This design comes from an exercise in tuning for small area on the open sky130 flow, not from production work.
Function was checked by simulation only, so behaviour that the tests miss may differ from the original.
Power figures rest on the tool's default switching activity, not on a simulated workload.

==> 08-22: inputs <==
## issue_queues
module issue_queues (
    input clk,
    input rst_n,
    input flush,
    input wr_pause,
    input CACOP_already,
    input INVTLB_already,
    input AGU_busy,
    input inst0_PR_dest_en,
    input inst0_PR_source1_en,
    input inst0_PR_source2_en,
    input inst0_PR_source1_rdy,
    input inst0_PR_source2_rdy,
    input [5:0] inst0_PR_dest,
    input [5:0] inst0_PR_source1,
    input [5:0] inst0_PR_source2,
    input [5:0] inst0_ROB_ID,
    input inst0_ALU0_en,
    input [4:0] inst0_ALU0_op,
    input [19:0] inst0_ALU0_imm,
    input inst0_ALU1_en,
    input [2:0] inst0_ALU1_op,
    input inst0_AGU_en,
    input [3:0] inst0_AGU_op,
    input [16:0] inst0_AGU_imm,
    input inst0_BRU_en,
    input [3:0] inst0_BRU_op,
    input [25:0] inst0_BRU_imm,
    input [31:0] inst0_PC,
    input [31:0] inst0_target_PC,
    input inst1_PR_dest_en,
    input inst1_PR_source1_en,
    input inst1_PR_source2_en,
    input inst1_PR_source1_rdy,
    input inst1_PR_source2_rdy,
    input [5:0] inst1_PR_dest,
    input [5:0] inst1_PR_source1,
    input [5:0] inst1_PR_source2,
    input [5:0] inst1_ROB_ID,
    input inst1_ALU0_en,
    input [4:0] inst1_ALU0_op,
    input [19:0] inst1_ALU0_imm,
    input inst1_ALU1_en,
    input [2:0] inst1_ALU1_op,
    input inst1_AGU_en,
    input [3:0] inst1_AGU_op,
    input [16:0] inst1_AGU_imm,
    input inst1_BRU_en,
    input [3:0] inst1_BRU_op,
    input [25:0] inst1_BRU_imm,
    input [31:0] inst1_PC,
    input [31:0] inst1_target_PC,
    input inst2_PR_dest_en,
    input inst2_PR_source1_en,
    input inst2_PR_source2_en,
    input inst2_PR_source1_rdy,
    input inst2_PR_source2_rdy,
    input [5:0] inst2_PR_dest,
    input [5:0] inst2_PR_source1,
    input [5:0] inst2_PR_source2,
    input [5:0] inst2_ROB_ID,
    input inst2_ALU0_en,
    input [4:0] inst2_ALU0_op,
    input [19:0] inst2_ALU0_imm,
    input inst2_ALU1_en,
  ...
Settings: LEC_CHECK=0, CAP_MARGIN=20, CORE_MARGIN=2, CORE_UTILIZATION=30, PLACE_DENSITY=0.38, SLEW_MARGIN=20; clock period 10.0 ns.
run.sh (not shown) runs the stock make flow with config.mk's settings and CLKGATE_MAP_FILE= SYNTH_SCRIPT=/design/flow/synth_recipe.tcl, a recipe that flattens the netlist after the stock synthesis.
==> 11-27: changes against 08-22 <==
--- a/flow/design.v
+++ b/flow/design.v
@@ -171,14 +171,180 @@
     end
     always @(posedge clk) begin
         sel_s1  <= o1;
         sel_s2  <= o2;
         sel_pay <= op;
     end
 endmodule
+module iq_nc #(
+    parameter N       = 4,
+    parameter PW      = 107,
+    parameter INORDER = 0        
+) (
+    input                   clk,
+    input                   rst_n,
+    input                   flush,
+    input                   wr_pause,
+    input       [3:0]       en,
+    input       [4*PW-1:0]  pay_in,
+    input       [23:0]      s1_in,
+    input       [23:0]      s2_in,
+    input       [3:0]       r1_in,
+    input       [3:0]       r2_in,
+    input       [23:0]      wb,
+    input                   head_ok,
+    output      [PW-1:0]    head_pay,
+    output                  pause,
+    output                  granted,
+    output  reg             sel_vld,
+    output  reg [5:0]       sel_s1,
+    output  reg [5:0]       sel_s2,
+    output  reg [PW-1:0]    sel_pay
+);
+    reg  [N-1:0]    vld;
+    reg  [N-1:0]    rdy1;
+    reg  [N-1:0]    rdy2;
+    reg  [6*N-1:0]  src1;
+    reg  [6*N-1:0]  src2;
+    reg  [PW*N-1:0] pay;
+    reg  [N*N-1:0]  old_;        
+    function wake;
+        input [5:0]  s;
+        input [23:0] b;
+        wake = (s == b[5:0]) | (s == b[11:6]) | (s == b[17:12]) | (s == b[23:18]);
+    endfunction
+    wire [N-1:0] req = vld & rdy1 & rdy2;
+    wire [N-1:0] grant;
+    wire [N-1:0] head;           
+    genvar e, j;
+    generate
+        for (e = 0; e < N; e = e + 1) begin : g_gr
+            wire [N-1:0] older;  
+            for (j = 0; j < N; j = j + 1) begin : g_b
+                if (j < e) begin : g_lo
+                    assign older[j] = old_[j*N+e];
+                end else if (j > e) begin : g_hi
+                    assign older[j] = ~old_[e*N+j];
+                end else begin : g_eq
+                    assign older[j] = 1'b0;
+                end
+            end
+            if (INORDER) begin : g_ino
+                assign head[e]  = vld[e] & ~(|(vld & older));
+                assign grant[e] = head[e] & req[e] & head_ok;
+            end else begin : g_ooo
+                assign head[e]  = 1'b0;
+                assign grant[e] = req[e] & ~(|(req & older));
+            end
+        end
+    endgenerate
+    assign granted = INORDER ? |grant : |req;
+    reg [PW-1:0] hp;
+    integer h;
+    always @(*) begin
+        hp = {PW{1'b0}};
+        for (h = 0; h < N; h = h + 1)
+            hp = hp | ({PW{head[h]}} & pay[PW*h +: PW]);
+    end
+    assign head_pay = hp;
+    wire [N-1:0] fr = ~vld | grant;
+    integer c;
+    reg [3:0] nfree;
+    reg [2:0] need;
+    always @(*) begin
+        nfree = 3'd0;
+        for (c = 0; c < N; c = c + 1)
+            nfree = nfree + fr[c];
+        need = en[0] + en[1] + en[2] + en[3];
+    end
+    assign pause = {1'b0, need} > nfree;
+    wire wr = ~wr_pause & ~pause;
+    wire [1:0] c2 = en[0] + en[1];
+    wire [1:0] c3 = en[0] + en[1] + en[2];
+    wire [3:0] rk0 = 4'b0001;
+    wire [3:0] rk1 = en[0] ? 4'b0010 : 4'b0001;
+    wire [3:0] rk2 = 4'b0001 << c2;
+    wire [3:0] rk3 = 4'b0001 << c3;
+    wire [15:0] rk = {rk3, rk2, rk1, rk0};
+    wire [N-1:0] nwv;
+    generate
+        for (e = 0; e < N; e = e + 1) begin : g_ent
+            reg [3:0] below;
+            always @(*) begin
+                below = 3'd0;
+                for (c = 0; c < e; c = c + 1)
+                    below = below + fr[c];
+            end
+            wire [3:0] at = (below < 4'd4) ? (4'b0001 << below[1:0]) : 4'b0000;
+            wire [3:0] ws;
+            genvar k;
+            for (k = 0; k < 4; k = k + 1) begin : g_ws
+                assign ws[k] = wr & fr[e] & en[k] & (|(rk[4*k +: 4] & at));
+            end
+            wire nw   = |ws;
+            wire hold = ~nw;
+            assign nwv[e] = nw;
+            wire [5:0]    a1 = src1[6*e +: 6];
+            wire [5:0]    a2 = src2[6*e +: 6];
+            wire [PW-1:0] ap = pay[PW*e +: PW];
+            always @(posedge clk or negedge rst_n) begin
+                if (!rst_n)
+                    vld[e] <= 1'b0;
+                else
+                    vld[e] <= ~flush & (nw | (vld[e] & ~grant[e]));
+            end
+            always @(posedge clk) begin
+                rdy1[e] <= (ws[0] & r1_in[0]) | (ws[1] & r1_in[1]) | (ws[2] & r1_in[2]) | (ws[3] & r1_in[3]) |
+                           (hold & (rdy1[e] | wake(a1, wb)));
+                rdy2[e] <= (ws[0] & r2_in[0]) | (ws[1] & r2_in[1]) | (ws[2] & r2_in[2]) | (ws[3] & r2_in[3]) |
+                           (hold & (rdy2[e] | wake(a2, wb)));
+                src1[6*e +: 6] <= ({6{ws[0]}} & s1_in[5:0]) | ({6{ws[1]}} & s1_in[11:6]) |
+                                  ({6{ws[2]}} & s1_in[17:12]) | ({6{ws[3]}} & s1_in[23:18]) |
+                                  ({6{hold}} & a1);
+                src2[6*e +: 6] <= ({6{ws[0]}} & s2_in[5:0]) | ({6{ws[1]}} & s2_in[11:6]) |
+                                  ({6{ws[2]}} & s2_in[17:12]) | ({6{ws[3]}} & s2_in[23:18]) |
+                                  ({6{hold}} & a2);
+                pay[PW*e +: PW] <= ({PW{ws[0]}} & pay_in[0*PW +: PW]) | ({PW{ws[1]}} & pay_in[1*PW +: PW]) |
+                                   ({PW{ws[2]}} & pay_in[2*PW +: PW]) | ({PW{ws[3]}} & pay_in[3*PW +: PW]) |
+                                   ({PW{hold}} & ap);
+            end
+        end
+        for (e = 0; e < N; e = e + 1) begin : g_age
+            for (j = e + 1; j < N; j = j + 1) begin : g_aj
+                always @(posedge clk)
+                    old_[e*N+j] <= nwv[j] | (~nwv[e] & old_[e*N+j]);
+            end
+        end
+    endgenerate
+    reg [5:0]    o1;
+    reg [5:0]    o2;
+    reg [PW-1:0] op;
+    integer i;
+    always @(*) begin
+        o1 = 6'd0;
+        o2 = 6'd0;
+        op = {PW{1'b0}};
+        for (i = 0; i < N; i = i + 1) begin
+            o1 = o1 | ({6{grant[i]}} & src1[6*i +: 6]);
+            o2 = o2 | ({6{grant[i]}} & src2[6*i +: 6]);
+            op = op | ({PW{grant[i]}} & pay[PW*i +: PW]);
+        end
+    end
+    always @(posedge clk or negedge rst_n) begin
+        if (!rst_n)
+            sel_vld <= 1'b0;
+        else
+            sel_vld <= ~flush & granted;
+    end
+    always @(posedge clk) begin
+        sel_s1  <= o1;
+        sel_s2  <= o2;
+        sel_pay <= op;
+    end
+endmodule
 module issue_queues (
     input clk,
     input rst_n,
     input flush,
     input wr_pause,
     input CACOP_already,
     input INVTLB_already,
@@ -317,27 +483,27 @@
     wire [23:0] s1 = {inst3_PR_source1, inst2_PR_source1, inst1_PR_source1, inst0_PR_source1};
     wire [23:0] s2 = {inst3_PR_source2, inst2_PR_source2, inst1_PR_source2, inst0_PR_source2};
     wire [3:0]  r1 = {(~inst3_PR_source1_en | inst3_PR_source1_rdy), (~inst2_PR_source1_en | inst2_PR_source1_rdy), (~inst1_PR_source1_en | inst1_PR_source1_rdy), (~inst0_PR_source1_en | inst0_PR_source1_rdy)};
     wire [3:0]  r2 = {(~inst3_PR_source2_en | inst3_PR_source2_rdy), (~inst2_PR_source2_en | inst2_PR_source2_rdy), (~inst1_PR_source2_en | inst1_PR_source2_rdy), (~inst0_PR_source2_en | inst0_PR_source2_rdy)};
     wire [3:0]  q1 = {inst3_PR_source1_rdy, inst2_PR_source1_rdy, inst1_PR_source1_rdy, inst0_PR_source1_rdy};
     wire [3:0]  q2 = {inst3_PR_source2_rdy, inst2_PR_source2_rdy, inst1_PR_source2_rdy, inst0_PR_source2_rdy};
     wire [36:0] alu0_pay;
-    iq_core #(.N(8), .PW(37), .INORDER(0)) u_alu0 (
+    iq_nc #(.N(8), .PW(37), .INORDER(0)) u_alu0 (
         .clk(clk), .rst_n(rst_n), .flush(flush), .wr_pause(wr_pause),
         .en({inst3_ALU0_en, inst2_ALU0_en, inst1_ALU0_en, inst0_ALU0_en}),
         .pay_in({inst3_ALU0_op, inst3_ALU0_imm, inst3_PR_dest, inst3_ROB_ID, inst2_ALU0_op, inst2_ALU0_imm, inst2_PR_dest, inst2_ROB_ID, inst1_ALU0_op, inst1_ALU0_imm, inst1_PR_dest, inst1_ROB_ID, inst0_ALU0_op, inst0_ALU0_imm, inst0_PR_dest, inst0_ROB_ID}),
         .s1_in(s1), .s2_in(s2), .r1_in(r1), .r2_in(r2), .wb(wb),
         .head_ok(1'b1), .head_pay(),
         .pause(wr_ALU0_IQ_pause), .granted(ALU0_selected_vld),
         .sel_vld(ALU0_select_vld), .sel_s1(ALU0_select_source1), .sel_s2(ALU0_select_source2),
         .sel_pay(alu0_pay)
     );
     assign {ALU0_select_op, ALU0_select_imm, ALU0_select_dest, ALU0_select_ROB_ID} = alu0_pay;
     wire [14:0] alu1_pay;
-    iq_core #(.N(4), .PW(15), .INORDER(0)) u_alu1 (
+    iq_nc #(.N(4), .PW(15), .INORDER(0)) u_alu1 (
         .clk(clk), .rst_n(rst_n), .flush(flush), .wr_pause(wr_pause),
         .en({inst3_ALU1_en, inst2_ALU1_en, inst1_ALU1_en, inst0_ALU1_en}),
         .pay_in({inst3_ALU1_op, inst3_PR_dest, inst3_ROB_ID, inst2_ALU1_op, inst2_PR_dest, inst2_ROB_ID, inst1_ALU1_op, inst1_PR_dest, inst1_ROB_ID, inst0_ALU1_op, inst0_PR_dest, inst0_ROB_ID}),
         .s1_in(s1), .s2_in(s2), .r1_in(q1), .r2_in(q2), .wb(wb),
         .head_ok(1'b1), .head_pay(),
         .pause(wr_ALU1_IQ_pause), .granted(),
         .sel_vld(ALU1_select_vld), .sel_s1(ALU1_select_source1), .sel_s2(ALU1_select_source2),
@@ -357,15 +523,15 @@
         .head_ok(agu_ok), .head_pay(agu_head),
         .pause(wr_AGU_IQ_pause), .granted(),
         .sel_vld(AGU_select_vld), .sel_s1(AGU_select_source1), .sel_s2(AGU_select_source2),
         .sel_pay(agu_pay)
     );
     assign {AGU_select_dest_en, AGU_select_op, AGU_select_imm, AGU_select_dest, AGU_select_ROB_ID} = agu_pay;
     wire [106:0] bru_pay;
-    iq_core #(.N(4), .PW(107), .INORDER(0)) u_bru (
+    iq_nc #(.N(4), .PW(107), .INORDER(0)) u_bru (
         .clk(clk), .rst_n(rst_n), .flush(flush), .wr_pause(wr_pause),
         .en({inst3_BRU_en, inst2_BRU_en, inst1_BRU_en, inst0_BRU_en}),
         .pay_in({inst3_PR_dest_en, inst3_PC, inst3_target_PC, inst3_BRU_imm, inst3_BRU_op, inst3_PR_dest, inst3_ROB_ID, inst2_PR_dest_en, inst2_PC, inst2_target_PC, inst2_BRU_imm, inst2_BRU_op, inst2_PR_dest, inst2_ROB_ID, inst1_PR_dest_en, inst1_PC, inst1_target_PC, inst1_BRU_imm, inst1_BRU_op, inst1_PR_dest, inst1_ROB_ID, inst0_PR_dest_en, inst0_PC, inst0_target_PC, inst0_BRU_imm, inst0_BRU_op, inst0_PR_dest, inst0_ROB_ID}),
         .s1_in(s1), .s2_in(s2), .r1_in(r1), .r2_in(r2), .wb(wb),
         .head_ok(1'b1), .head_pay(),
         .pause(wr_BRU_IQ_pause), .granted(BRU_selected_vld),
         .sel_vld(BRU_select_vld), .sel_s1(BRU_select_source1), .sel_s2(BRU_select_source2),
==> flow/flow/run.sh (new file) <==
#!/bin/bash
# Layout flow: the standard flow (standard.sh) with three changes:
#  - synthesis is synth_recipe.tcl with ABC using an area script (flow/area.abc),
#  - each port gets the smallest buffer (buf_1) instead of clkdlybuf4s50_1,
#  - clock tree synthesis uses clkbuf_8 on clusters of at most 16 flip-flops
#    and inserts no dummy loads.
# Each step's full log is in orfs/logs/; make's own output is in flow_make.log.
set -euo pipefail
W=$PWD
{ head -n 1 synth_recipe.tcl; cat flow/abc_area.tcl; tail -n +2 synth_recipe.tcl; } > flow_synth.tcl
export AREA_ABC_SCRIPT=$W/flow/area.abc
bash standard.sh \
  SYNTH_SCRIPT=$W/flow_synth.tcl \
  "BUFFER_PORTS_ARGS=-buffer_cell sky130_fd_sc_hd__buf_1" \
  "CTS_ARGS=-sink_clustering_enable -repair_clock_nets -dont_use_dummy_load -buf_list sky130_fd_sc_hd__clkbuf_8 -sink_clustering_size 16 -sink_clustering_max_diameter 55" \
  finish > flow_make.log 2>&1
==> flow/flow/abc_area.tcl (new file) <==
# Inserted into synth_recipe.tcl after its first line: ABC maps the logic with
# the area-oriented script flow/area.abc instead of ORFS's speed script.
# Registers are mapped before ABC runs and are left as they are.
proc abc {args} {
  set i [lsearch -exact $args -script]
  if { $i >= 0 } { lset args [expr { $i + 1 }] $::env(AREA_ABC_SCRIPT) }
  yosys abc {*}$args
}
==> flow/flow/area.abc (new file) <==
&get -n
&st
&dch
&nf -a -R 1000
&put
strash
&get -n
&st
&dch
&nf -a -R 1000
&put
strash
&get -n
&st
&dch
&nf -a -R 1000
&put
strash
&get -n
&st
&dch
&nf -a -R 1000
&put
strash
&get -n
&st
&dch
&nf -a -R 1000
&put
strash
&get -n
&st
&dch
&nf -a -R 1000
&put
strash
&get -n
&st
&dch
&nf -a -R 1000
&put
strash
&get -n
&st
&dch
&nf -a -R 1000
&put
strash
&get -n
&st
&dch
&nf -a -R 1000
&put
topo
==> flow/standard.sh (new file) <==
#!/bin/bash
# synth_recipe.tcl (not shown) runs the flow's synth.tcl, then flattens the netlist and writes it again
# the make line also repeats each setting of config.mk as NAME=value (left out here)
make -C /OpenROAD-flow-scripts/flow DESIGN_CONFIG=/design/flow/config.mk WORK_HOME=/design/flow/orfs CLKGATE_MAP_FILE= SYNTH_SCRIPT=/design/flow/synth_recipe.tcl "${@:-finish}"
Settings changed: CAP_MARGIN 20 to 10, CELL_PAD_IN_SITES_DETAIL_PLACEMENT set to 1, CORE_UTILIZATION 30 to 36, PLACE_DENSITY 0.38 to 0.45, SLEW_MARGIN 20 to 10.
removed: flow/run.sh
==> summary of the runs <==
- Of 11-27 and 08-22, 08-22 has the higher design area (gap about 21%, measured against 08-22).
- Worst setup slack: 08-22 is higher than 11-27 (1300 ps).
- Of 08-22 and 11-27, 11-27 has the higher sequential share of layout area (gap 7.9 points).
- Sequential power is about the same in 08-22 and 11-27.
- Against 11-27, the sequential cell count of 08-22 is lower by 40.
- Between 08-22 and 11-27, the lower count of clock-buffer cells in the layout is in 11-27 (gap 139).
- Against 08-22, the first-iteration DRC count of 11-27 is larger by about 35%.
- Of 11-27 and 08-22, 08-22 has the higher die area (gap about 33%, measured against 08-22).
==> figures <==
quantity                                                      11-27           08-22
Overall power after layout                                  42.5 mW         43.3 mW
Area taken by multi-input logic gates                    52900 um^2      67600 um^2
Biggest cell delay along the critical path                   700 ps          930 ps
Initial antenna violation count                                 165             180
Outcome                                              finished clean  finished clean
Share of cells above drive strength 1                        0.0699          0.0805
Fraction of standard cell area in multi-input logic           0.528           0.530
Die outline area                                        243000 um^2     366000 um^2
Worst-case register-to-register setup slack                 1310 ps         3360 ps
Critical path start-end classification                   reg -> out       in -> out
Layout overhead on the synthesized area                       16.4%           18.0%
Setup slack of the critical path after layout                507 ps         1820 ps
Final cell area excluding filler cells                  100000 um^2     128000 um^2
Leakage power summed over all cells                         39.7 nW         42.4 nW
Vias/cell                                                      7.69            6.87
# nets final                                                  11200           13000
Sequential share of cell area                                 0.341           0.262

## separate check: timing with driven ports
The results above use ideal ports. As a check the final layouts listed here were re-extracted and re-timed, cells and wires unchanged.
Step 1, drivers: a clkbuf_16 drives clk and a buf_2 each remaining input, both assumed.
Step 2 also shifts input and output timing later by t, the mid clock arrival at the registers, as if the neighbouring blocks saw the same clock.
a / b / c = no drivers / after step 1 / after step 2; a / b = the first two.
run | shift t [ns] | slack for setup (ns) | clock arrival spread, ns | worst register clock-pin slew, ns | worst slew at a driven data input, ns
08-22 | 1.058 | 1.825 / 1.735 / 1.735 | 0.072 / 0.072 | 0.07 / 0.07 | 0.34
11-27 | 1.139 | 0.507 / 0.399 / 1.307 | 0.119 / 0.119 | 0.12 / 0.12 | 0.24
After both steps setup and hold are still met in every run listed. The setup slack of 08-22, which loses most, moves by -0.090 ns with the drivers and by -0.090 ns with both steps.
